What follows belongs to an exercise in optimizing a design on an open flow for a short achievable clock period and few clock cycles; a production flow would make more cautious choices. Where RTL was checked, it was by simulation tests only, not by an equivalence proof against the original. No functional check of the RTL was part of run 5. Power and IR drop assume default switching activity.

===== design.v =====
module regfile(
		input [31:0] wa_oh, input [31:0] wa_data,
		input [31:0] wb_oh, input [31:0] wb_data,
		input [31:0] r0_oh, output logic [31:0] r0_data,
		input [31:0] r1_oh, output logic [31:0] r1_data,
		output [31:0] ra_data,
		input clk, reset);
	parameter [31:0] sp_init = 0;
	parameter [31:0] ra_init = 0;
	logic [31:1][31:0] data;
	genvar i;
	generate
		for (i = 1; i < 32; i = i + 1) begin : g_reg
			if (i == 29 || i == 31) begin : g_rst
				always @(posedge clk or posedge reset)
					if (reset) data[i] <= (i == 29) ? sp_init : ra_init;
					else if (wa_oh[i]) data[i] <= wa_data;
					else if (wb_oh[i]) data[i] <= wb_data;
			end else begin : g_nrst
				always @(posedge clk)
					if (wa_oh[i]) data[i] <= wa_data;
					else if (wb_oh[i]) data[i] <= wb_data;
			end
		end
	endgenerate
	always_comb begin
		r0_data = 32'h0;
		r1_data = 32'h0;
		for (int k = 1; k < 32; k = k + 1) begin
			r0_data = r0_data | ({32{r0_oh[k]}} & data[k]);
			r1_data = r1_data | ({32{r1_oh[k]}} & data[k]);
		end
	end
	assign ra_data = data[31];
endmodule
module mips(
	input clk, reset,
	output [31:0] instr_addr,
	input [31:0] instr_in,
	output logic [31:0] data_addr,
	input [31:0] data_in,
	output logic [31:0] data_out,
	output data_rd_wr);
	parameter [31:0] pc_init = 32'h80020000;
	parameter [31:0] sp_init = 32'h80120000;
	parameter [31:0] ra_init = 0;
	function automatic [31:0] onehot(input [4:0] n);
		onehot = 32'h1 << n;
		onehot[0] = 1'b0;
	endfunction
	function automatic [31:0] ks_add(input [31:0] x, input [31:0] y);
		logic [31:0] g, p, gg, pp, gn, pn;
		g = x & y;
		p = x ^ y;
		gg = g;
		pp = p;
		for (int d = 1; d < 32; d = d * 2) begin
			gn = gg;
			pn = pp;
			for (int i = d; i < 32; i = i + 1) begin
				gn[i] = gg[i] | (pp[i] & gg[i - d]);
				pn[i] = pp[i] & pp[i - d];
			end
			gg = gn;
			pp = pn;
		end
		ks_add = p ^ {gg[30:0], 1'b0};
	endfunction
	logic [31:0] pc_fn, pc_o, pc_i;
	logic pf_t, i_v, ib_full;
	logic [31:0] ib_ir;
	logic btb_v;
	logic [31:0] btb_pc, btb_tgt;
	assign instr_addr = pc_o;
	wire [31:0] pc_f = ~pc_fn;
	wire hit_f = btb_v && (pc_f == btb_pc);
	wire [31:0] pred = hit_f ? btb_tgt : pc_f + 32'd4;
	logic r_v, pt_r;
	logic [31:0] ir_r, pc_r, nxt_r;
	wire [5:0] d_op = ir_r[31:26];
	wire [5:0] d_fn = ir_r[5:0];
	wire d_addiu = d_op == 6'h09;
	wire d_lw = d_op == 6'h23;
	wire d_sw = d_op == 6'h2B;
	wire d_addu = d_op == 6'h00 && d_fn == 6'h21;
	wire d_jr = d_op == 6'h00 && d_fn == 6'h08;
	wire [4:0] d_rs = ir_r[25:21];
	wire [4:0] d_rt = ir_r[20:16];
	wire d_use_rs = d_addiu | d_addu | d_lw | d_sw;
	wire d_use_rt = d_addu | d_sw;
	wire [31:0] d_rs_oh = d_use_rs ? onehot(d_rs) : 32'h0;
	wire [31:0] d_rt_oh = d_addu ? onehot(d_rt) : 32'h0;
	wire [31:0] d_st_oh = d_sw ? onehot(d_rt) : 32'h0;
	wire [31:0] d_ra_oh = onehot(d_rs);
	wire [31:0] d_rb_oh = onehot(d_rt);
	wire [31:0] d_imm = {{16{ir_r[15]}}, ir_r[15:0]};
	wire [31:0] d_wa_oh = d_addiu ? onehot(d_rt) : d_addu ? onehot(ir_r[15:11]) : 32'h0;
	wire [31:0] d_ld_oh = d_lw ? onehot(d_rt) : 32'h0;
	logic x_v, stall_q;
	logic [31:0] rs_oh_x, rt_oh_x, st_oh_x, wa_oh_x, ld_oh_x;
	logic [31:0] a_q, b_q, s_q, ra_q;
	logic fa_x, fb_x, fs_x, fra_x;
	logic lw_x, sw_x, jr_x, pt_x;
	logic [31:0] pc_x, nxt_x;
	logic [31:0] res_qn;
	wire [31:0] res_q = ~res_qn;
	logic [31:0] wa_q, wb_q, din_q;
	logic st_q;
	logic [31:0] ld_m_oh, ld_w_oh;
	assign data_rd_wr = ~st_q;
	logic [4:0] ld_n_x, ld_n_m;
	wire [31:0] a_rd, b_rd, ra_rd;
	wire stall, commit;
	wire [31:0] a_v = fa_x ? res_q : a_q;
	wire [31:0] b_v = fb_x ? res_q : b_q;
	wire [31:0] s_v = fs_x ? res_q : s_q;
	wire [31:0] ra_v = fra_x ? res_q : ra_q;
	wire [31:0] sum = ks_add(a_v, b_v);
	regfile #(.sp_init(sp_init), .ra_init(ra_init)) regs(
		.wa_oh(wa_q), .wa_data(res_q),
		.wb_oh(wb_q), .wb_data(din_q),
		.r0_oh(d_ra_oh), .r0_data(a_rd),
		.r1_oh(d_rb_oh), .r1_data(b_rd),
		.ra_data(ra_rd),
		.clk(clk), .reset(reset));
	wire [31:0] x_wr = wa_oh_x & {32{commit}};
	wire [31:0] a_nx = |(wa_q & d_ra_oh) ? res_q : |(ld_w_oh & d_ra_oh) ? data_in :
	                   |(wb_q & d_ra_oh) ? din_q : a_rd;
	wire [31:0] s_nx = |(wa_q & d_rb_oh) ? res_q : |(ld_w_oh & d_rb_oh) ? data_in :
	                   |(wb_q & d_rb_oh) ? din_q : b_rd;
	wire [31:0] b_nx = d_addu ? s_nx : d_imm;
	wire [31:0] ra_nx = wa_q[31] ? res_q : ld_w_oh[31] ? data_in : wb_q[31] ? din_q : ra_rd;
	wire [4:0] ldm_nx = x_v ? ld_n_x : 5'd0;
	wire [4:0] ldw_nx = |(ld_m_oh & ~(wa_oh_x & {32{x_v}})) ? ld_n_m : 5'd0;
	wire stall_adv = (ldm_nx != 0) & ((d_use_rs & d_rs == ldm_nx) | (d_use_rt & d_rt == ldm_nx) |
	                                  (d_jr & ldm_nx == 5'd31)) |
	                 (ldw_nx != 0) & ((d_use_rs & d_rs == ldw_nx) | (d_addu & d_rt == ldw_nx));
	wire stall_hold = |(ld_m_oh & (rs_oh_x | rt_oh_x));
	wire stall_nx = stall ? stall_hold : stall_adv;
	assign stall = x_v & stall_q;
	logic chk_p;
	logic [31:0] chk_d, chk_n;
	wire late_mis = chk_p & (chk_d != chk_n);
	assign commit = x_v & ~stall_q & ~late_mis;
	wire [31:0] st_val = |(ld_w_oh & st_oh_x) ? data_in : s_v;
	wire [31:0] r31_val = ld_w_oh[31] ? data_in : ra_v;
	wire jr_neq = ld_w_oh[31] ? data_in[9:2] != nxt_x[9:2] : ra_v != nxt_x;
	wire jr_mis = commit & jr_x & jr_neq;
	wire pt_bad = commit & pt_x & ~jr_x;
	wire redirect = late_mis | jr_mis | pt_bad;
	wire [31:0] target = late_mis ? chk_d : jr_x ? r31_val : pc_x + 32'd4;
	wire [31:0] pc_nx = redirect ? target : stall ? pc_f : pred;
	always @(posedge clk or posedge reset) begin
		if (reset) begin
			pc_fn <= ~pc_init;
			pc_o <= pc_init;
			pf_t <= 0;
			i_v <= 0;
			ib_full <= 0;
			r_v <= 0;
			x_v <= 0;
			stall_q <= 0;
			chk_p <= 0;
			btb_v <= 0;
			st_q <= 0;
			ld_m_oh <= 0;
			ld_w_oh <= 0;
			wa_q <= 0;
			wb_q <= 0;
		end else begin
			pc_fn <= ~pc_nx;
			pc_o <= pc_nx;
			stall_q <= stall_nx;
			chk_p <= commit & jr_x & ld_w_oh[31] & ~jr_neq;
			if (redirect) begin
				pf_t <= 0;
				i_v <= 0;
				ib_full <= 0;
				r_v <= 0;
				x_v <= 0;
			end else if (stall) begin
				if (!ib_full) ib_full <= i_v;
			end else begin
				pf_t <= hit_f;
				i_v <= 1;
				ib_full <= 0;
				r_v <= i_v;
				x_v <= r_v;
			end
			if (commit & jr_x) btb_v <= 1;
			st_q <= commit & sw_x;
			ld_m_oh <= commit ? ld_oh_x : 32'h0;
			ld_w_oh <= ld_m_oh & ~(wa_oh_x & {32{commit}});
			wa_q <= x_wr;
			wb_q <= ld_w_oh;
		end
	end
	always @(posedge clk) begin
		if (stall) begin
			if (!ib_full) ib_ir <= instr_in;
			a_q <= |(ld_w_oh & rs_oh_x) ? data_in : a_v;
			b_q <= |(ld_w_oh & rt_oh_x) ? data_in : b_v;
			s_q <= |(ld_w_oh & st_oh_x) ? data_in : s_v;
			fa_x <= 0;
			fb_x <= 0;
			fs_x <= 0;
			fra_x <= 0;
			ra_q <= ld_w_oh[31] ? data_in : ra_v;
		end else begin
			pc_i <= pc_f;
			ir_r <= ib_full ? ib_ir : instr_in;
			pc_r <= pc_i;
			nxt_r <= pc_f;
			pt_r <= pf_t;
			rs_oh_x <= d_rs_oh;
			rt_oh_x <= d_rt_oh;
			st_oh_x <= d_st_oh;
			wa_oh_x <= d_wa_oh;
			ld_oh_x <= d_ld_oh;
			ld_n_x <= d_lw ? d_rt : 5'd0;
			a_q <= a_nx;
			b_q <= b_nx;
			s_q <= s_nx;
			fa_x <= |(x_wr & d_ra_oh);
			fb_x <= d_addu & |(x_wr & d_rb_oh);
			fs_x <= |(x_wr & d_rb_oh);
			fra_x <= x_wr[31];
			ra_q <= ra_nx;
			lw_x <= d_lw;
			sw_x <= d_sw;
			jr_x <= d_jr;
			pt_x <= pt_r;
			pc_x <= pc_r;
			nxt_x <= nxt_r;
		end
		if (commit & jr_x) begin
			btb_pc <= pc_x;
			btb_tgt <= r31_val;
		end
		res_qn <= ~sum;
		chk_d <= data_in;
		din_q <= data_in;
		chk_n <= nxt_x;
		ld_n_m <= ld_n_x;
		data_addr <= sum;
		data_out <= st_val;
	end
endmodule

===== flow/run.sh =====
#!/bin/bash
set -euo pipefail
bash standard.sh SETUP_SLACK_MARGIN=6.6 TNS_END_PERCENT=20 MATCH_CELL_FOOTPRINT=0 \
  "BUFFER_PORTS_ARGS=-buffer_cell sky130_fd_sc_hd__buf_4" finish > standard_flow.log 2>&1

===== standard.sh =====
#!/bin/bash
# synth_recipe.tcl (not shown) runs the flow's synth.tcl, then flattens the netlist and writes it again
# the make line also repeats each setting of config.mk as NAME=value (left out here)
make -C /OpenROAD-flow-scripts/flow DESIGN_CONFIG=/design/flow/config.mk WORK_HOME=/design/flow/orfs CLKGATE_MAP_FILE= SYNTH_SCRIPT=/design/flow/synth_recipe.tcl "${@:-finish}"

===== config.mk =====
export PLATFORM = sky130hd
export DESIGN_NAME = mips
export DESIGN_NICKNAME = mips
export VERILOG_FILES = /design/flow/design.v
export SDC_FILE = /design/flow/constraint.sdc
export NUM_CORES = 4
export LEC_CHECK = 0
export ABC_CLOCK_PERIOD_IN_PS = 1200
export CAP_MARGIN = 20
export CELL_PAD_IN_SITES_DETAIL_PLACEMENT = 1
export CELL_PAD_IN_SITES_GLOBAL_PLACEMENT = 1
export CORE_MARGIN = 2
export CORE_UTILIZATION = 30
export PLACE_DENSITY = 0.5
export SLEW_MARGIN = 20

===== constraint.sdc =====
create_clock -name core_clock -period 10.0 [get_ports {clk}]
set_input_delay 2.0000 -clock core_clock [delete_from_list [all_inputs] [get_ports {clk}]]
set_output_delay 2.0000 -clock core_clock [all_outputs]
set_load 0.01 [all_outputs]

==> run_results.csv, run 1 <==
group,metric,value,unit
floorplan,die_h,563,um
floorplan,io_pins,163,
sta,setup_tns,0,ns
clock_network,clkLatencyLatePin,0.99,ns
placement,dp_hpwl,370000,um
clock_network,clockRootBuffer,"clkbuf_16",
clock_network,cts_buffers,222,
worst_hold_path,whs_path_depth,0,
placement,pre_cts_slack,4.74,ns
floorplan,die-area,317000,um^2
logic_synthesis,synthArstFlopShare,13.9,%
sta,hold_slack,0.407,ns
sta,min_period_over_period,38.4,%
floorplan,core_area,312000,um^2
logic_synthesis,synth_area,93800,um^2
setup_path,criticalPathCategory,"reg -> reg",
global_route,grt_first_pass_wirelength,795000,um
logic_synthesis,synth-simple-area-share,9.24,%
logic_synthesis,synth_compound_area_share,14.9,%
setup_path,cp-end-kind,"register",
drt,route.vias.total,86100,
clock_network,ctsHtreeMaxLevel,4,
sta,hold_viol,0,
sta,setup_viol,0,
logic_synthesis,synth_warnings,2,
drt,ant_nets,0,
final_layout,utilization,37.1,%
clock_network,cts_hold_buf,0,
logic_synthesis,synth_top_family_by_area,"compound AO/OA/AOI/OAI gates",
clock_network,cts.clk_slew.worst_paths,0.07,ns
worst_hold_path,hp-class,"reg -> reg",
final_layout,nets,8550,
final_layout,area_growth,23.1,%
final_layout,nFillCells,33200,
sta,rsz0062_at_grt,"true",
power_and_ir_drop,finalPower,22.5,mW
floorplan,start_util,30.1,%
drt,post-route-drc-count,0,
final_layout,most-common-layout-cells,"1,316 x edfxtp_1, 1,068 x mux2i_1, 918 x a22oi_1, 580 x buf_4, 427 x nand2_1",
drt,drt_wl_total,621000,um
final_layout,multi_input_area,40500,um^2
final_layout,largest_register_ffs,992,
setup_path,worstPathArrival,4.71,ns
logic_synthesis,ys_seq_elements,1874,
sta,worst_pin_slew,1.31,ns
power_and_ir_drop,power_density,194,nW/um^2
sta,layout_setup_ws,6.16,ns
sta,min_period,3.84,ns
logic_synthesis,ys_seq_area_share,55.5,%
floorplan,die_w,563,um
sta,fin_skew,0.0810,ns
run_status,status,"finished clean",
logic_synthesis,synthXorXnorAreaFrac,1.61,%
final_layout,final_layout_size_suffix_gt1_share,22.0,%
logic_synthesis,synth_cells,8180,
placement,placed_cell_area,100000,um^2
power_and_ir_drop,leakage,41.4,nW
drt,routedWlPerCell,48.4,um
placement,gp_congestion,0.954,
floorplan,num_rows,205,
global_route,grt_overflow,0,
logic_synthesis,synth.avg_cell_area,11.5,um^2
logic_synthesis,synth_adder_area_share,0.461,%
drt,drt_iter0_markers,15700,
setup_path,path_max_fanout,12,
sta,max_freq,260,MHz
final_layout,seq_area,52200,um^2
logic_synthesis,muxShareOfSynthArea,13.9,%
final_layout,final_cell_count_no_fill,12800,
drt,first_pass_iters,10,
sta,slew_viol_final,0,
logic_synthesis,yosysUniqueCellTypes,88,
final_layout,stdcell_area,115000,um^2
global_route,grt_pass1_vias,81200,
clock_network,cts_tree,"done",
logic_synthesis,synth-edff-count,1316,
placement,dpl.cell_count,12000,
final_layout,largest_register,"regs.data",
sta,slew_headroom,12.8,%
setup_path,worstPathRequired,10.87,ns
placement,portBuffers,162,
global_route,grt_max_degree,140,
job,cap_violations,0,
logic_synthesis,synthesis.nets,8280,
drt,vias_per_cell,6.71,
setup_path,crit_path_start_kind,"register",
logic_synthesis,synth_top_flop_cell,"edfxtp_1",
global_route,antenna_found_initial,74,
power_and_ir_drop,vdd_drop_max,0.184,mV
final_layout,final_common_cell,"edfxtp_1",
clock_network,cts.sinks,1874,
global_route,grt.total_usage,37.4,%
setup_path,worst_r2r_path_depth,14,
clock_network,cts_max_path_buffers,4,
[metal layers]
metal,GRT usage (%),wire [um],vias to the layer above
li1,-,-,31800
met1,48.3,238000,44600
met2,52.4,250000,7461
met3,11.4,75800,2202
met4,28.0,57000,38
met5,0,265,-
[worst max-delay path, cell delays in order, from the launching register on]
cell and delay, ns:
edfxtp_1 0.38, buf_6 0.15, buf_8 0.14, nand2_4 0.23, nor2_4 0.15, buf_4 0.20
buf_12 0.16, a2111oi_0 0.74, nand3_1 0.21, nor4_2 0.54, buf_4 0.27, mux2i_1 0.09
o221ai_2 0.18, a21oi_1 0.08, o21bai_1 0.15
[where the power goes]
group | leakage (nW) | switching, mW | internal (mW) | total, mW
Sequential | 18.6 | 0.679 | 8.90 | 9.58
Combinational | 19.3 | 3.03 | 1.41 | 4.44
Clock | 3.52 | 3.66 | 4.78 | 8.44
[worst paths after layout]
path	end	startpoint	slack [ns]
hold / removal	nxt_x[31]	nxt_r[31]	0.41
min in group asynchronous	st_q	reset	1.01
max in group asynchronous	regs.data[917]	reset	7.01
hold reg to reg	nxt_x[31]	nxt_r[31]	0.41
setup reg to reg	b_q[0]	ir_r[17]	6.16
setup / recovery	b_q[0]	ir_r[17]	6.16
[repair_timing]
| action | in CTS | in global routing |
|---|---|---|
| endpoints found under the setup margin | 510 | 372 |
| buffers inserted | 245 | 73 |
| pin swaps | 115 | 81 |
| hold endpoints to repair | 0 | 0 |
| cloned | 36 | 16 |
| gates resized for setup | 682 | 280 |
[cell usage after synthesis, types with 16 or more instances]
| cell type | number | area (um^2) |
|---|---|---|
| a2111oi_0 | 23 | 201 |
| a211oi_1 | 58 | 435 |
| a21o_1 | 53 | 398 |
| a21oi_1 | 302 | 1510 |
| a221o_1 | 20 | 200 |
| a221oi_1 | 39 | 342 |
| a222oi_1 | 72 | 721 |
| a22o_1 | 43 | 377 |
| a22oi_1 | 931 | 6990 |
| and2_1 | 16 | 100 |
| and3_1 | 162 | 1010 |
| buf_1 | 132 | 495 |
| buf_2 | 26 | 130 |
| clkbuf_1 | 648 | 2430 |
| dfrtp_1 | 226 | 5660 |
| dfstp_2 | 35 | 920 |
| dfxtp_1 | 297 | 5950 |
| edfxtp_1 | 1316 | 39500 |
| ha_1 | 33 | 413 |
| inv_1 | 232 | 871 |
| mux2_2 | 201 | 2260 |
| mux2i_1 | 1079 | 10800 |
| nand2_1 | 456 | 1710 |
| nand2b_1 | 60 | 375 |
| nand3_1 | 180 | 901 |
| nand4_1 | 121 | 757 |
| nor2_1 | 419 | 1570 |
| nor2b_1 | 50 | 313 |
| nor3_1 | 82 | 410 |
| nor4_1 | 80 | 500 |
| o211ai_1 | 38 | 285 |
| o21a_1 | 20 | 150 |
| o21ai_0 | 268 | 1340 |
| o22ai_1 | 45 | 282 |
| or2_2 | 38 | 238 |
| or4_1 | 22 | 165 |
| xnor2_1 | 86 | 753 |
| xor2_1 | 87 | 762 |
[layout make-up]
type                    count  share of cell area (%)
clock buffers             301                    5.29
repair buffers            860                    8.13
well taps                4140                    4.49
multi-input cells        5258                    35.0
diodes                     51                   0.111
clock inverters           106                   0.926
inverters                 234                   0.778
flip-flops and latches   1874                    45.2
[logic make-up after synthesis]
family	after synthesis
fa+ha+maj	34
xor+xnor	173
buf+inv	1053
compound gates	2005
mux	1281
simple gates	1760
flops	1874
Testbench counts, summed over its fixed seeds: cycles 11,908.
==> run 2: changes to the inputs <==
--- a/design.v
+++ b/design.v
@@ -78,4 +78,6 @@
 	logic r_v, pt_r;
 	logic [31:0] ir_r, pc_r, nxt_r;
+	logic [31:0] ra_oh_r, rb_oh_r;
+	wire [31:0] iw = ib_full ? ib_ir : instr_in;
 	wire [5:0] d_op = ir_r[31:26];
 	wire [5:0] d_fn = ir_r[5:0];
@@ -92,6 +94,6 @@
 	wire [31:0] d_rt_oh = d_addu ? onehot(d_rt) : 32'h0;
 	wire [31:0] d_st_oh = d_sw ? onehot(d_rt) : 32'h0;
-	wire [31:0] d_ra_oh = onehot(d_rs);
-	wire [31:0] d_rb_oh = onehot(d_rt);
+	wire [31:0] d_ra_oh = ra_oh_r;
+	wire [31:0] d_rb_oh = rb_oh_r;
 	wire [31:0] d_imm = {{16{ir_r[15]}}, ir_r[15:0]};
 	wire [31:0] d_wa_oh = d_addiu ? onehot(d_rt) : d_addu ? onehot(ir_r[15:11]) : 32'h0;
@@ -209,5 +211,7 @@
 		end else begin
 			pc_i <= pc_f;
-			ir_r <= ib_full ? ib_ir : instr_in;
+			ir_r <= iw;
+			ra_oh_r <= onehot(iw[25:21]);
+			rb_oh_r <= onehot(iw[20:16]);
 			pc_r <= pc_i;
 			nxt_r <= pc_f;
==> run 2 against run 1 <==
Sequential share of layout area is 3.1 points higher. Synthesized area is 0.94% higher. Worst hold slack better by 0.0067 ns. Still clean. Sequential cell count grew 62. First-iteration DRC count is 6.8% higher. Power rose by 4.3%.
==> run_results.csv, run 2 <==
group,metric,value,unit
run_status,status,"finished clean",
clock_network,cts_tree,"done",
setup_path,crit_path_start_kind,"register",
clock_network,clkLatencyLatePin,0.96,ns
logic_synthesis,yosysUniqueCellTypes,86,
drt,vias_per_cell,6.77,
sta,worst_pin_slew,1.30,ns
sta,layout_setup_ws,6.30,ns
logic_synthesis,synth_top_area_share,43.7,%
final_layout,nets,8094,
drt,first_pass_iters,8,
clock_network,cts.sinks,1936,
logic_synthesis,ys_seq_elements,1936,
global_route,grt_max_degree,169,
setup_path,worstPathRequired,10.79,ns
clock_network,ctsHtreeMaxLevel,4,
worst_hold_path,hold_end,"nxt_x[0]",
final_layout,largest_register_ffs,992,
worst_hold_path,whs_path_depth,0,
final_layout,area_growth,18.1,%
logic_synthesis,synth_cells,7988,
worst_hold_path,hp-class,"reg -> reg",
sta,setup_tns,0,ns
placement,dp_hpwl,353000,um
sta,hold_slack,0.414,ns
final_layout,most-common-layout-cells,"1,378 x edfxtp_1, 1,098 x mux2i_1, 488 x a22oi_1, 461 x buf_4, 456 x nor2_1",
power_and_ir_drop,leakage,38.1,nW
final_layout,final_common_cell,"edfxtp_1",
drt,route.vias.total,83900,
clock_network,cts_hold_buf,0,
setup_path,worstPathArrival,4.49,ns
setup_path,reg2reg_from,"ra_oh_r[13]",
floorplan,die_w,566,um
sta,min_period,3.70,ns
clock_network,cts.clk_slew.worst_paths,0.06,ns
global_route,grt_first_pass_wirelength,762000,um
logic_synthesis,ys_seq_area_share,56.9,%
logic_synthesis,synth_area_leaders,"edfxtp_1 44%, mux2i_1 12%, dfxtp_1 6.3%, dfrtp_1 6.0%, a22oi_1 3.9%",
drt,ant_nets,0,
logic_synthesis,synth_area,94700,um^2
global_route,grt.total_usage,35.1,%
logic_synthesis,synth.avg_cell_area,11.9,um^2
global_route,antenna_found_initial,41,
sta,hold_viol,0,
drt,drt_iter0_markers,16800,
logic_synthesis,synth_top_flop_cell,"edfxtp_1",
clock_network,cts_buffers,232,
setup_path,criticalPathCategory,"reg -> reg",
setup_path,cp-end-kind,"register",
final_layout,final_layout_size_suffix_gt1_share,17.3,%
floorplan,num_rows,206,
placement,pre_cts_slack,5.05,ns
drt,post-route-drc-count,0,
sta,setup_viol,0,
clock_network,cts_max_path_buffers,4,
sta,rsz0062_at_grt,"true",
sta,slew_headroom,13.0,%
global_route,grt_overflow,0,
floorplan,core_area,314000,um^2
floorplan,die_h,566,um
final_layout,largest_register,"regs.data",
setup_path,path_max_fanout,30,
placement,gp_congestion,0.951,
drt,routedWlPerCell,47.7,um
floorplan,die-area,320000,um^2
power_and_ir_drop,power_density,209,nW/um^2
drt,drt_wl_total,591000,um
logic_synthesis,synthesis.nets,8088,
setup_path,rrSetupSlack,6.30,ns
sta,fin_skew,0.0651,ns
logic_synthesis,yosys.cell_count.top_type,"edfxtp_1",
worst_hold_path,worstHoldStart,"nxt_r[0]",
sta,max_freq,271,MHz
power_and_ir_drop,vdd_drop_max,0.145,mV
floorplan,io_pins,163,
sta,slew_viol_final,0,
global_route,grt_pass1_vias,79600,
logic_synthesis,ys_top_cells_by_count,"1,378 x edfxtp_1, 1,102 x mux2i_1, 635 x clkbuf_1, 488 x a22oi_1, 458 x nor2_1",
job,cap_violations,0,
sta,min_period_over_period,37.0,%
setup_path,worst_r2r_path_depth,11,
setup_path,worstReg2RegEnd,"a_q[17]",
logic_synthesis,synthArstFlopShare,13.5,%
logic_synthesis,synth-edff-count,1378,
placement,portBuffers,162,
clock_network,clockRootBuffer,"clkbuf_16",
logic_synthesis,synth_warnings,2,
floorplan,start_util,30.1,%
logic_synthesis,yosysTopAreaCell,"edfxtp_1",
run 2: cell count changes after synthesis, sizes merged, moves of 47 or more:
cell	previous run	this run
a22oi	931	488
and2	18	76
mux2	202	140
nand4	121	176
a221oi	39	301
nor4	81	34
nand2	457	330
and3	162	31
edfxtp	1316	1378
a22o	43	291
run 2: worst max-delay path by stage:
stage / from / endpoint / slack [ns] / cells past startpoint
final: ra_oh_r[13] / a_q[17] / 6.30 / 11
after floorplan: reset / btb_v / 4.59 / 1
after global placement: data_in[2] / pc_o[0] / 5.05 / 11
after CTS: pc_o[31] / instr_addr[31] / 6.34 / 1
after detailed placement: data_in[2] / pc_o[1] / 5.05 / 11
after global routing: pc_o[31] / instr_addr[31] / 6.36 / 1
run 2: cell type report:
type / instances / area (um^2)
Inverter: 191 / 751
Timing Repair Buffer: 608 / 6110
Fill cell: 33400 / 203000
Tap cell: 4160 / 5200
Multi-Input combinational cell: 5025 / 38000
Clock inverter: 113 / 1020
Sequential cell: 1936 / 54100
Antenna cell: 35 / 87.6
Clock buffer: 316 / 6540
run 2: per-stage QoR:
| stage | power, mW | instances | utilization [%] | cell area, um^2 |
|---|---|---|---|---|
| floorplan | 11.9 | 7988 | - | 94700 |
| global placement | 14.0 | 11800 | 32.0 | 101000 |
| detailed placement | 14.1 | 11800 | 32.2 | 101000 |
| CTS | 23.1 | 12300 | 35.1 | 110000 |
| global route | 23.9 | 12400 | 35.5 | 112000 |
| finish | 23.4 | 12400 | 35.6 | 112000 |
run 2: power by group:
part	internal, mW	switching, mW	leakage, nW
registers	9.34	0.732	19.3
clock network	4.93	3.75	3.71
logic	1.52	3.15	15.1
total	15.8	7.63	38.1
run 2: timing repair:
action | 4_1_cts | 5_1_grt
gates resized for setup | 234 | 175
pin swaps | 23 | 29
buffers inserted | 57 | 45
endpoints found under the setup margin | 557 | 448
gates cloned | 18 | 8
run 2: metal layers:
layer / up-vias / track usage (%) / wire, um
met2: 7394 / 50.6 / 245000
li1: 30800 / - / -
met5: - / 0.327 / 116
met4: 14 / 22.8 / 48000
met3: 2102 / 10.3 / 70700
met1: 43500 / 45.8 / 227000
run 2: logic make-up after synthesis:
group           count (synthesis)  synth area share [%]
simple gates                 1602                  8.27
compound gates               1973                  15.4
xor+xnor                      166                  1.53
buf+inv                      1035                  4.15
flops                        1936                  56.9
mux                          1242                  13.3
fa+ha+maj                      34                 0.457
run 2: critical path: stages, from the launching register on:
cell and delay, ns:
edfxtp_1 0.38, buf_4 0.29, buf_4 0.48, a22o_1 0.35
a221oi_1 0.26, nand4_1 0.20, nor3_2 0.58, nor2_1 0.09
a21oi_1 0.32, a21oi_1 0.14, o211ai_1 0.26, o21ai_0 0.12
Testbench counts of run 2, summed over its fixed seeds: cycles 11,908.
==> run 3: changes to the inputs <==
--- a/config.mk
+++ b/config.mk
@@ -11,5 +11,5 @@
 export CELL_PAD_IN_SITES_GLOBAL_PLACEMENT = 1
 export CORE_MARGIN = 2
-export CORE_UTILIZATION = 30
-export PLACE_DENSITY = 0.5
+export CORE_UTILIZATION = 40
+export PLACE_DENSITY = 0.6
 export SLEW_MARGIN = 20
==> run 3 against run 2 <==
Critical endpoint is now a_q[7]. Utilization is 11 points higher. Critical path type unchanged. First-iteration DRC count is 1.9% higher. Global-route usage is 8.6 points higher. Non-clock buffer count is 27 lower. Register-to-register slack hardly changed. Power is 1.1% lower. Combinational power is 4.5% lower.
==> run_results.csv, run 3 <==
group,metric,value,unit
run_status,status,"finished clean",
sta,fin_skew,0.0423,ns
clock_network,cts_max_path_buffers,3,
sta,worst_pin_slew,1.31,ns
logic_synthesis,synth_top_area_share,43.7,%
placement,pre_cts_slack,5.34,ns
power_and_ir_drop,vdd_drop_max,0.174,mV
logic_synthesis,ys_seq_elements,1936,
logic_synthesis,synth_area_leaders,"edfxtp_1 44%, mux2i_1 12%, dfxtp_1 6.3%, dfrtp_1 6.0%, a22oi_1 3.9%",
sta,min_period,3.71,ns
power_and_ir_drop,leakage,37.9,nW
power_and_ir_drop,power_density,211,nW/um^2
final_layout,largest_register,"regs.data",
floorplan,start_util,40.2,%
logic_synthesis,yosys.cell_count.top_type,"edfxtp_1",
setup_path,cp-end-kind,"register",
logic_synthesis,yosysUniqueCellTypes,86,
sta,setup_viol,0,
clock_network,cts_tree,"done",
final_layout,final_cell_count_no_fill,11300,
final_layout,final_common_cell,"edfxtp_1",
clock_network,cts_buffers,218,
clock_network,ctsHtreeMaxLevel,4,
clock_network,clkLatencyLatePin,0.89,ns
logic_synthesis,synth-edff-count,1378,
logic_synthesis,synth.avg_cell_area,11.9,um^2
setup_path,criticalPathCategory,"reg -> reg",
logic_synthesis,synth_warnings,2,
sta,setup_tns,0,ns
sta,hold_viol,0,
floorplan,num_rows,178,
clock_network,cts_hold_buf,0,
placement,placed_cell_area,99300,um^2
drt,first_pass_iters,13,
sta,slew_viol_final,0,
drt,drt_wl_total,550000,um
placement,portBuffers,162,
floorplan,die_w,491,um
sta,max_freq,270,MHz
final_layout,largest_register_ffs,992,
setup_path,crit_path_start_kind,"register",
drt,routedWlPerCell,48.6,um
global_route,grt_max_degree,161,
global_route,antenna_found_initial,53,
setup_path,path_max_fanout,22,
drt,ant_nets,0,
clock_network,cts.sinks,1936,
global_route,grt_pass1_vias,80700,
floorplan,io_pins,163,
final_layout,most-common-layout-cells,"1,378 x edfxtp_1, 1,090 x mux2i_1, 488 x a22oi_1, 455 x nor2_1, 450 x buf_4",
drt,route.vias.total,84900,
floorplan,die-area,241000,um^2
job,cap_violations,0,
drt,drt_iter0_markers,17100,
logic_synthesis,ys_top_cells_by_count,"1,378 x edfxtp_1, 1,102 x mux2i_1, 635 x clkbuf_1, 488 x a22oi_1, 458 x nor2_1",
global_route,grt_overflow,0,
sta,slew_headroom,12.5,%
placement,dp_hpwl,328000,um
placement,dpl.cell_count,10800,
floorplan,core_area,235000,um^2
worst_hold_path,hp-class,"reg -> reg",
final_layout,area_growth,16.1,%
setup_path,worstPathArrival,4.43,ns
final_layout,stdcell_area,110000,um^2
logic_synthesis,synth_top_flop_cell,"edfxtp_1",
logic_synthesis,synthesis.nets,8088,
logic_synthesis,yosysTopAreaCell,"edfxtp_1",
drt,vias_per_cell,7.49,
setup_path,worstPathRequired,10.73,ns
floorplan,die_h,491,um
global_route,grt_first_pass_wirelength,721000,um
placement,gp_congestion,0.994,
sta,hold_slack,0.411,ns
final_layout,final_layout_size_suffix_gt1_share,16.8,%
logic_synthesis,ys_seq_area_share,56.9,%
sta,rsz0062_at_grt,"true",
final_layout,nets,8051,
sta,layout_setup_ws,6.29,ns
sta,min_period_over_period,37.1,%
logic_synthesis,synth_cells,7988,
clock_network,clockRootBuffer,"clkbuf_16",
logic_synthesis,synthArstFlopShare,13.5,%
logic_synthesis,synth_area,94700,um^2
global_route,grt.total_usage,43.7,%
clock_network,cts.clk_slew.worst_paths,0.07,ns
drt,post-route-drc-count,0,
[run 3: power by group]
group          leakage, nW  internal (mW)  total, mW  switching (mW)
Sequential            19.3           9.34       10.0           0.709
Combinational         14.9           1.46       4.45            2.99
Clock                 3.67           5.01       8.66            3.65
Total                 37.9           15.8       23.2            7.35
[run 3: path summary, 6_finish.rpt]
check                                 start  cells past startpoint  slack [ns]   endpoint
worst max-delay path            ra_oh_r[30]                     11        6.29     a_q[7]
worst min-delay path              nxt_r[13]                      0        0.41  nxt_x[13]
worst max register to register  ra_oh_r[30]                     11        6.29     a_q[7]
worst min register to register    nxt_r[13]                      0        0.41  nxt_x[13]
max in group asynchronous             reset                      4        7.07   wa_q[10]
min in group asynchronous             reset                      2        1.16    pc_o[7]
[run 3: metrics by stage]
stage	utilization, %	total power [mW]
6_report	46.7	23.2
5_1_grt	46.7	23.6
4_1_cts	46.0	22.7
3_3_place_gp	42.1	13.8
3_5_place_dp	42.2	13.9
2_1_floorplan	-	11.9
[run 3: worst max-delay path, cell delays in order (launching register included)]
cell,delay [ns]
edfxtp_1,0.37
buf_4,0.31
buf_4,0.46
a22o_1,0.31
a221oi_1,0.23
nand4_1,0.14
nor3_1,0.78
nor2_1,0.12
a21oi_2,0.30
a21oi_1,0.14
o211ai_1,0.21
o21ai_0,0.12
[run 3: logic make-up (layout without fill, tap and decap cells)]
logic type / after synthesis / after routing / share of synthesized area [%]
simple gates: 1602 / 1606 / 8.27
buf+inv: 1035 / 1186 / 4.15
other cells: 0 / 37 / 0
mux: 1242 / 1242 / 13.3
fa+ha+maj: 34 / 34 / 0.457
xor+xnor: 166 / 166 / 1.53
flops: 1936 / 1936 / 56.9
compound gates: 1973 / 1975 / 15.4
[run 3: cell type report]
| cell class | count | area, um^2 |
|---|---|---|
| fill | 24200 | 125000 |
| sequential | 1936 | 54100 |
| multi-input combinational | 5023 | 38000 |
| clock buffer | 295 | 6110 |
| timing repair buffer | 581 | 5500 |
| tap | 3150 | 3940 |
| clock inverter | 119 | 1460 |
| inverter | 191 | 748 |
| antenna | 37 | 92.6 |
[run 3: per-layer routing]
metal	track usage [%]	share of wire, %	vias up
met5	0.0992	0.033	-
met3	17.4	15	2618
met2	60.4	40	8442
met1	54.6	36	43100
met4	33.3	9.7	24
li1	-	-	30700
[run 3: what timing repair did]
item,CTS,global route
setup buffers,35,53
pin swaps,23,29
resized for setup,209,215
endpoints found under the hold margin,0,0
setup endpoints to repair,447,397
gates cloned,14,9
==> run 4: changes to the inputs <==
==> flow/run.sh (replaced) <==
#!/bin/bash
set -euo pipefail
bash standard.sh SETUP_SLACK_MARGIN=6.8 TNS_END_PERCENT=30 MATCH_CELL_FOOTPRINT=0 \
  "BUFFER_PORTS_ARGS=-buffer_cell sky130_fd_sc_hd__buf_4" finish > standard_flow.log 2>&1
--- a/config.mk
+++ b/config.mk
@@ -11,5 +11,5 @@
 export CELL_PAD_IN_SITES_GLOBAL_PLACEMENT = 1
 export CORE_MARGIN = 2
-export CORE_UTILIZATION = 40
-export PLACE_DENSITY = 0.6
+export CORE_UTILIZATION = 30
+export PLACE_DENSITY = 0.5
 export SLEW_MARGIN = 20
==> run 4 against run 3 <==
Critical path depth shrank 10. First-iteration DRC count down 7.3%. Register-to-register slack better by 0.17 ns. Clock-buffer cell count increased by 15. Final cell count rose by 9.8%. Global-route usage is 7.8 points lower. Wire length grew 9.3%. Sequential cell count unchanged.
==> run_results.csv, run 4 <==
group,metric,value,unit
sta,fin_skew,0.0594,ns
setup_path,worstPathRequired,8.00,ns
placement,gp_congestion,0.945,
global_route,grt_overflow,0,
clock_network,cts_tree,"done",
floorplan,num_rows,206,
final_layout,final_common_cell,"edfxtp_1",
floorplan,io_pins,163,
floorplan,start_util,30.1,%
power_and_ir_drop,comb_power_share,20.5,%
final_layout,final_layout_size_suffix_gt1_share,19.4,%
clock_network,clkLatencyLatePin,0.95,ns
setup_path,crit_chain,"buf_6",
final_layout,nets,8126,
clock_network,cts.clk_slew.worst_paths,0.06,ns
placement,portBuffers,162,
logic_synthesis,synth_cells,7988,
power_and_ir_drop,power.internal,15.9,mW
clock_network,cts_max_path_buffers,4,
final_layout,largest_register,"regs.data",
logic_synthesis,ys_top_cells_by_count,"1,378 x edfxtp_1, 1,102 x mux2i_1, 635 x clkbuf_1, 488 x a22oi_1, 458 x nor2_1",
logic_synthesis,ys_seq_area_share,56.9,%
placement,dp_hpwl,355000,um
final_layout,nFillCells,33100,
global_route,antenna_found_initial,68,
drt,vias_per_cell,6.80,
sta,min_period,3.63,ns
global_route,grt.total_usage,36.0,%
logic_synthesis,ys_seq_elements,1936,
worst_hold_path,hp-class,"reg -> reg",
logic_synthesis,synth_top_area_share,43.7,%
setup_path,max_stage_delay,0.57,ns
logic_synthesis,yosysTopAreaCell,"edfxtp_1",
floorplan,die_h,566,um
sta,hold_viol,0,
sta,max_freq,276,MHz
logic_synthesis,synth_warnings,2,
logic_synthesis,yosysUniqueCellTypes,86,
setup_path,critPathBufInv,1,
logic_synthesis,synth_area,94700,um^2
final_layout,largest_register_ffs,992,
floorplan,core_area,314000,um^2
logic_synthesis,synthArstFlopShare,13.5,%
run_status,status,"finished clean",
sta,setup_viol,0,
drt,ant_nets,0,
power_and_ir_drop,p_switching,7.70,mW
setup_path,cp-end-kind,"output port",
logic_synthesis,synth.avg_cell_area,11.9,um^2
power_and_ir_drop,p_sw_share,32.7,%
power_and_ir_drop,seqPwrFrac,43.0,%
placement,pre_cts_slack,5.05,ns
floorplan,die-area,320000,um^2
clock_network,ctsHtreeMaxLevel,4,
sta,setup_tns,0,ns
setup_path,cp_slowest_cell,"dfstp_2",
sta,rsz0062_at_grt,"true",
clock_network,cts.sinks,1936,
sta,slew_headroom,10.9,%
logic_synthesis,synth-edff-count,1378,
setup_path,crit_path_start_kind,"register",
drt,drt_wl_total,601000,um
sta,layout_setup_ws,6.37,ns
final_layout,most-common-layout-cells,"1,378 x edfxtp_1, 1,091 x mux2i_1, 488 x a22oi_1, 444 x nor2_1, 359 x buf_4",
setup_path,path_max_fanout,1,
floorplan,die_w,566,um
drt,drt_iter0_markers,15900,
job,cap_violations,0,
power_and_ir_drop,clockPowerShare,36.6,%
logic_synthesis,synthesis.nets,8088,
setup_path,worstPathArrival,1.63,ns
drt,first_pass_iters,10,
setup_path,criticalPathCategory,"reg -> out",
power_and_ir_drop,power_density,207,nW/um^2
power_and_ir_drop,vdd_drop_max,0.141,mV
logic_synthesis,yosys.cell_count.top_type,"edfxtp_1",
setup_path,path_delay_family,"flip-flops",
power_and_ir_drop,finalPower,23.6,mW
sta,slew_viol_final,0,
sta,min_period_over_period,36.3,%
drt,post-route-drc-count,0,
clock_network,cts_hold_buf,0,
power_and_ir_drop,leakage,38.6,nW
drt,route.vias.total,84600,
global_route,grt_pass1_vias,81000,
clock_network,cts_buffers,226,
final_layout,area_growth,20.1,%
global_route,grt_max_degree,140,
clock_network,clockRootBuffer,"clkbuf_16",
logic_synthesis,synth_area_leaders,"edfxtp_1 44%, mux2i_1 12%, dfxtp_1 6.3%, dfrtp_1 6.0%, a22oi_1 3.9%",
global_route,grt_first_pass_wirelength,779000,um
logic_synthesis,synth_top_flop_cell,"edfxtp_1",
sta,worst_pin_slew,1.34,ns
drt,routedWlPerCell,48.3,um
## run 4: worst paths after layout
kind	from	to	slack [ns]	cells past startpoint
worst max-delay path	pc_o[31]	instr_addr[31]	6.37	1
worst min-delay path	nxt_r[13]	nxt_x[13]	0.41	0
worst max register to register	fa_x	data_addr[28]	6.46	13
worst min register to register	nxt_r[13]	nxt_x[13]	0.41	0
max in group asynchronous	reset	ld_w_oh[31]	6.80	4
min in group asynchronous	reset	pc_o[6]	1.15	2
## run 4: cell type report
class | count | area, um^2 | share of cell area, %
Sequential cell | 1936 | 54200 | 47.6
Multi-Input combinational cell | 5024 | 38900 | 34.2
Timing Repair Buffer | 647 | 7160 | 6.29
Clock buffer | 310 | 6300 | 5.54
Tap cell | 4160 | 5200 | 4.58
Clock inverter | 114 | 1100 | 0.966
Inverter | 191 | 748 | 0.658
Antenna cell | 57 | 143 | 0.125
## run 4: what timing repair did
action	in CTS	in global routing
pin swaps	92	52
cloned	26	7
buffers inserted	91	48
endpoints found under the setup margin	759	567
resized for setup	506	328
endpoints found under the hold margin	0	0
## run 4: power groups by stage
stage / Combinational (mW) / Clock, mW / Sequential [mW]
2_1_floorplan: 2.08 / 0 / 9.80
3_3_place_gp: 3.85 / 0 / 10.2
3_5_place_dp: 3.91 / 0 / 10.2
4_1_cts: 4.43 / 8.64 / 10.0
5_1_grt: 4.92 / 8.92 / 10.1
6_report: 4.82 / 8.62 / 10.1
## run 4: kinds of logic after synthesis
| logic type | count (synthesis) | synth area share (%) |
|---|---|---|
| AO/OA/AOI/OAI | 1973 | 15.4 |
| XOR/XNOR | 166 | 1.53 |
| adder cells (fa/ha/maj) | 34 | 0.457 |
| buffers and inverters | 1035 | 4.15 |
| flip-flops | 1936 | 56.9 |
| multiplexers | 1242 | 13.3 |
| AND/OR/NAND/NOR | 1602 | 8.27 |
## run 4: per-stage QoR
stage	cell area (um^2)	hold WS [ns]	std cells	utilization, %
after floorplan	94700	0.346	7988	-
after global placement	101000	0.403	11800	32.0
after detailed placement	101000	0.406	11800	32.1
after CTS	112000	0.404	12300	35.6
after global routing	114000	0.407	12400	36.1
final	114000	0.406	12400	36.2
## run 4: metal layers
metal,up-vias,part of all wire (%),GRT usage (%)
met5,-,0.092,0.506
met4,36,8.4,23.7
met3,2142,13,12.3
met2,7534,41,51.1
met1,43900,38,46.1
li1,30900,-,-
==> run 5: changes to the inputs <==
==> design.v (replaced) <==
module regfile(
		input [4:0] wr_num, input [31:0] wr_data, input wr_en,
		input [4:0] rd0_num, output [31:0] rd0_data,
		input [4:0] rd1_num, output [31:0] rd1_data,
		input clk, reset);
	parameter [31:0] sp_init = 0;
	parameter [31:0] ra_init = 0;
    reg[31:0] data [1:31];  
	always @(posedge clk or posedge reset)
	if(reset) begin
		data[29] <= sp_init;
		data[31] <= ra_init;
	end
	else begin
        if(wr_en && wr_num!=0) data[wr_num] <= wr_data;
	end
   	assign rd0_data = (rd0_num!=0) ? data[rd0_num] : 32'h00000000;
   	assign rd1_data = (rd1_num!=0) ? data[rd1_num] : 32'h00000000;
endmodule
module mips(
	input clk, reset,
	output [31:0] instr_addr,
	input [31:0] instr_in,
	output logic [31:0] data_addr,
	input [31:0] data_in,
	output logic [31:0] data_out,
	output data_rd_wr);
	parameter [31:0] pc_init = 32'h80020000;
	parameter [31:0] sp_init = 32'h80120000;
	parameter [31:0] ra_init = 0;
	logic [31:0] pc;
	assign instr_addr = pc;
	logic [31:0] ir;
    logic [4:0] reg_rd_num0, reg_rd_num1;
    wire [31:0] reg_rd_data0, reg_rd_data1;
	assign reg_rd_num0 = ir[25:21];
	assign reg_rd_num1 = ir[20:16];
	logic [31:0] a, b, sign_ext_imm;
	logic [31:0] alu_out;
	logic lw;
	logic st_en;
	assign data_out = b;
	assign data_rd_wr = ~st_en;
    logic [4:0] reg_wr_num;
    logic [31:0] reg_wr_data;
    logic reg_wr_en;
	assign reg_wr_data = lw ? alu_out : data_in;
	enum { init, fetch, id, ex, me, wb } state;
    regfile #(.sp_init(sp_init), .ra_init(ra_init)) regs(
		.wr_num(reg_wr_num), .wr_data(reg_wr_data), .wr_en(reg_wr_en),
        .rd0_num(reg_rd_num0), .rd0_data(reg_rd_data0),
		.rd1_num(reg_rd_num1), .rd1_data(reg_rd_data1),
        .clk(clk), .reset(reset));
	always @(posedge clk or posedge reset) begin
		if(reset) begin
			reg_wr_en <= 0;
			pc <= pc_init;
			state <= init;
			lw <= 1;
			st_en <= 0;
			data_addr <= 0;
		end
		else
			case(state)
				init: begin
					state <= fetch;
				end
				fetch: begin							 
					ir <= instr_in;						 
					pc <= pc + 4;
					state <= id;
				end
				id: begin								 
					if ((ir[31:26] == 6'b000000) && (ir[5:0] == 6'b001000)) begin
						ir[25:21] <= 5'b11111;
						a <= reg_rd_data0;
					end else begin
						a <= reg_rd_data0;
						b <= reg_rd_data1;
					end
					sign_ext_imm <= {{16{ir[15]}},ir[15:0]};
					state <= ex;
				end
				ex: begin								 
					if (ir[31:26] == 6'b001001) begin	 
						alu_out <= a + sign_ext_imm;
						st_en <= 0;
					end else if (ir[31:26] == 6'b101011) begin
						st_en <= 1;
						data_addr <= a + sign_ext_imm;
						b <= reg_rd_data1;
					end else if (ir[31:26] == 6'b100011) begin
						st_en <= 0;
						data_addr <= a + sign_ext_imm;
					end else if (ir[31:26] == 6'b000000) begin
						if (ir[5:0] == 6'b100001) begin
							st_en <= 0;
							alu_out <= a + b;
						end else if (ir[5:0] == 6'b001000) begin
							st_en <= 0;		 
							a <= reg_rd_data0;	 
						end else if (ir[25:0] == 0) begin
							st_en <= 0;
						end
					end
					state <= me;
				end
				me: begin								 
					if (ir[31:26] == 6'b001001) begin
						reg_wr_en <= 1;
						reg_wr_num <= ir[20:16];
					end else if (ir[31:26] == 6'b101011) begin
						reg_wr_en <= 0;
						reg_wr_num <= 0;
					end else if (ir[31:26] == 6'b100011) begin
						reg_wr_en <= 1;
						reg_wr_num <= ir[20:16];
						lw <= 0;	 
					end else if (ir[31:26] == 6'b000000) begin
						if (ir[5:0] == 6'b100001) begin
							reg_wr_en <= 1;
							reg_wr_num <= ir[15:11];
						end else if (ir[5:0] == 6'b001000) begin
							reg_wr_en <= 0;
							reg_wr_num <= 0;
							pc <= a;	 
						end else if (ir[25:0] == 0) begin
							reg_wr_en <= 0;
							reg_wr_num <= 0;
						end
					end
					st_en <= 0;
					state <= wb;
				end
				wb: begin
					lw <= 1;		 
					reg_wr_en <= 0;
					state <= fetch;
				end
				default: begin
					reg_wr_en <= 0;
					state <= fetch;
				end
			endcase
	end
endmodule
==> run.sh (new file) <==
#!/bin/bash
# synth_recipe.tcl (not shown) runs the flow's synth.tcl, then flattens the netlist and writes it again
# the make line also repeats each setting of config.mk as NAME=value (left out here)
make -C /OpenROAD-flow-scripts/flow DESIGN_CONFIG=/design/flow/config.mk WORK_HOME=/design/flow/orfs CLKGATE_MAP_FILE= SYNTH_SCRIPT=/design/flow/synth_recipe.tcl finish
==> config.mk (replaced) <==
export PLATFORM = sky130hd
export DESIGN_NAME = mips
export DESIGN_NICKNAME = mips
export VERILOG_FILES = /design/flow/design.v
export SDC_FILE = /design/flow/constraint.sdc
export NUM_CORES = 4
export LEC_CHECK = 0
export CAP_MARGIN = 20
export CORE_MARGIN = 2
export CORE_UTILIZATION = 40
export SLEW_MARGIN = 20
removed: flow/run.sh
removed: standard.sh
==> run 5 against run 4 <==
Still clean on timing, DRC and antenna. Clock skew down 0.011 ns. Register-to-register slack worse by 0.57 ns. Power down 56%. Critical path depth up 4. Die area down 58%. Critical path type is now in -> reg. Largest cell class unchanged. Highest routed layer unchanged.
==> run_results.csv, run 5 <==
group,metric,value,unit
sta,setup_viol,0,
logic_synthesis,synthArstFlopShare,11.1,%
final_layout,utilization,46.9,%
placement,placed_cell_area,57400,um^2
logic_synthesis,yosysUniqueCellTypes,66,
global_route,grt_first_pass_wirelength,329000,um
clock_network,clockRootBuffer,"clkbuf_16",
global_route,grt_overflow,0,
drt,post-route-drc-count,0,
sta,rsz0062_at_grt,"false",
logic_synthesis,synth.avg_cell_area,13.7,um^2
clock_network,cts_resized,0,
final_layout,largest_register,"regs.data",
drt,drt_iter0_markers,10500,
logic_synthesis,ys_seq_area_share,67.4,%
sta,hold_slack,0.479,ns
clock_network,clkLatencyLatePin,0.79,ns
worst_hold_path,worstHoldStart,"data_addr[26]",
drt,route.vias.total,43500,
global_route,antenna_found_initial,10,
global_route,grt.total_usage,34.9,%
placement,gp_congestion,0.933,
logic_synthesis,synth-edff-count,1077,
clock_network,cts_max_path_buffers,3,
floorplan,core_area,131000,um^2
clock_network,cts_tree,"done",
clock_network,cts.sinks,1211,
floorplan,die-area,135000,um^2
logic_synthesis,ys_top_cells_by_count,"1,077 x edfxtp_1, 629 x a22oi_1, 245 x clkbuf_1, 196 x nor2_1, 185 x nand3_1",
sta,min_period_over_period,50.8,%
sta,slew_viol_final,0,
sta,layout_setup_ws,4.92,ns
final_layout,most-common-layout-cells,"1,077 x edfxtp_1, 629 x a22oi_1, 183 x nand3_1, 162 x clkdlybuf4s50_1, 147 x nand2_1",
logic_synthesis,yosysTopAreaCell,"edfxtp_1",
placement,dpl.cell_count,5636,
global_route,grt_pass1_vias,40800,
final_layout,nets,4135,
logic_synthesis,ys_seq_elements,1211,
sta,slew_headroom,21.2,%
logic_synthesis,yosys.cell_count.top_type,"edfxtp_1",
sta,setup_tns,0,ns
floorplan,start_util,40.3,%
placement,pre_cts_slack,4.37,ns
drt,drt_wl_total,244000,um
setup_path,worstPathRequired,10.39,ns
sta,worst_pin_slew,1.15,ns
power_and_ir_drop,power_density,168,nW/um^2
setup_path,reg2reg_from,"a[0]",
power_and_ir_drop,finalPower,10.4,mW
setup_path,crit_path_start_kind,"input port",
floorplan,io_pins,163,
setup_path,cp-end-kind,"register",
clock_network,postCtsSetupBuffers,0,
run_status,status,"finished clean",
sta,hold_viol,0,
sta,max_freq,197,MHz
final_layout,final_layout_size_suffix_gt1_share,11.3,%
clock_network,ctsHtreeMaxLevel,3,
clock_network,cts.clk_slew.worst_paths,0.07,ns
logic_synthesis,synth_warnings,3,
job,cap_violations,0,
worst_hold_path,hold_end,"data_addr[26]",
sta,min_period,5.08,ns
floorplan,die_w,368,um
drt,first_pass_iters,13,
power_and_ir_drop,leakage,20.4,nW
drt,routedWlPerCell,41.4,um
worst_hold_path,whs_path_depth,2,
drt,ant_nets,0,
logic_synthesis,synth_cells,3866,
power_and_ir_drop,vdd_drop_max,0.153,mV
logic_synthesis,synth_top_area_share,61.1,%
final_layout,final_cell_count_no_fill,5881,
global_route,grt_max_degree,65,
final_layout,final_common_cell,"edfxtp_1",
placement,dp_hpwl,131000,um
logic_synthesis,synth_area_leaders,"edfxtp_1 61%, a22oi_1 8.9%, dfrtp_1 6.1%, a22o_1 2.3%, a221oi_1 2.3%",
placement,portBuffers,162,
setup_path,path_max_fanout,18,
final_layout,largest_register_ffs,992,
final_layout,area_growth,16.5,%
setup_path,criticalPathCategory,"in -> reg",
setup_path,worstPathArrival,5.47,ns
setup_path,worstReg2RegEnd,"alu_out[30]",
setup_path,worst_r2r_path_depth,11,
worst_hold_path,hp-class,"reg -> reg",
final_layout,stdcell_area,61700,um^2
floorplan,die_h,368,um
clock_network,cts_hold_buf,0,
logic_synthesis,synth_top_flop_cell,"edfxtp_1",
logic_synthesis,synthesis.nets,3997,
logic_synthesis,synth_area,52900,um^2
sta,fin_skew,0.0480,ns
setup_path,rrSetupSlack,5.89,ns
clock_network,cts_buffers,120,
floorplan,num_rows,133,
drt,vias_per_cell,7.40,
run 5: cell types whose count changed after synthesis, moves of 178 or more:
cell      before   now
buf_1        189    11
clkbuf_1     635   245
mux2i_1     1102    37
edfxtp_1    1378  1077
dfxtp_1      297     0
nor2_1       458   196
nand2_1      330   147
run 5: final cells by class:
cell class,count,area [um^2]
Multi-Input combinational cell,2344,16800
Inverter,54,208
Tap cell,1755,2200
Sequential cell,1211,35700
Antenna cell,14,35.0
Clock buffer,163,3340
Fill cell,11500,69800
Clock inverter,67,907
Timing Repair Buffer,273,2470
run 5: how the worst max path moves through the flow:
stage | startpoint | end | slack, ns | cells past startpoint
final | reset | regs.data[6][3] | 4.92 | 5
after global placement | reset | regs.data[7][24] | 4.39 | 5
after detailed placement | reset | regs.data[7][30] | 4.37 | 5
after CTS | reset | regs.data[7][7] | 5.14 | 5
after floorplan | reset | regs.data[24][0] | 1.83 | 4
after global routing | reset | regs.data[6][1] | 4.95 | 5
run 5: layer usage:
metal | part of all wire (%) | vias up | GRT usage, %
li1 | - | 16300 | -
met1 | 34 | 21100 | 42.9
met4 | 6.5 | 18 | 17.9
met2 | 42 | 4843 | 50.9
met3 | 17 | 1259 | 16.8
met5 | 0.20 | - | 1.67
run 5: kinds of logic after synthesis:
logic type               synth area share, %
AO/OA/AOI/OAI                           19.1
buffers and inverters                   2.21
adder cells (fa/ha/maj)                 1.56
multiplexers                            1.15
AND/OR/NAND/NOR                         7.59
XOR/XNOR                               0.960
flip-flops                              67.4
run 5: critical path, cell delays in order:
cell and delay (ns):
clkdlybuf4s50_1 0.68, nor3_1 0.90, nand2b_1 0.38, nor2_4 0.92, buf_4 0.57
run 5: power breakdown:
| part | total (mW) | internal, mW | switching (mW) |
|---|---|---|---|
| clock | 4.83 | 2.70 | 2.13 |
| sequential | 5.45 | 5.45 | 0.00599 |
| combinational | 0.0893 | 0.0481 | 0.0412 |
| total | 10.4 | 8.20 | 2.17 |

## re-timing with driven ports
Ports are ideal in the flow. The routed layouts listed here were re-timed in OpenROAD.
Step 1 assumes that a clkbuf_16 drives the clock port and a buf_2 every other input.
Step 2, shift: input delay + t, output delay - t, t = (earliest + latest rising clock arrival at the registers) / 2. This alone moves slack from input paths to output paths.
Slacks: ideal ports / drivers / drivers and shift; pairs: ideal ports / drivers.
run	t, ns	slack for setup (ns)	worst register clock-pin slew, ns
run 1	1.058	6.157 / 6.157 / 5.626	0.07 / 0.07
run 2	1.034	6.305 / 6.266 / 5.501	0.07 / 0.07
run 3	0.970	6.293 / 6.293 / 5.557	0.07 / 0.07
run 4	1.032	6.372 / 6.264 / 5.515	0.07 / 0.07
run 5	0.843	4.919 / 4.957 / 4.114	0.08 / 0.08
After both steps every run listed still meets setup and hold. The setup slack of run 4, which loses most, moves by -0.108 ns with the drivers and by -0.857 ns with both steps.
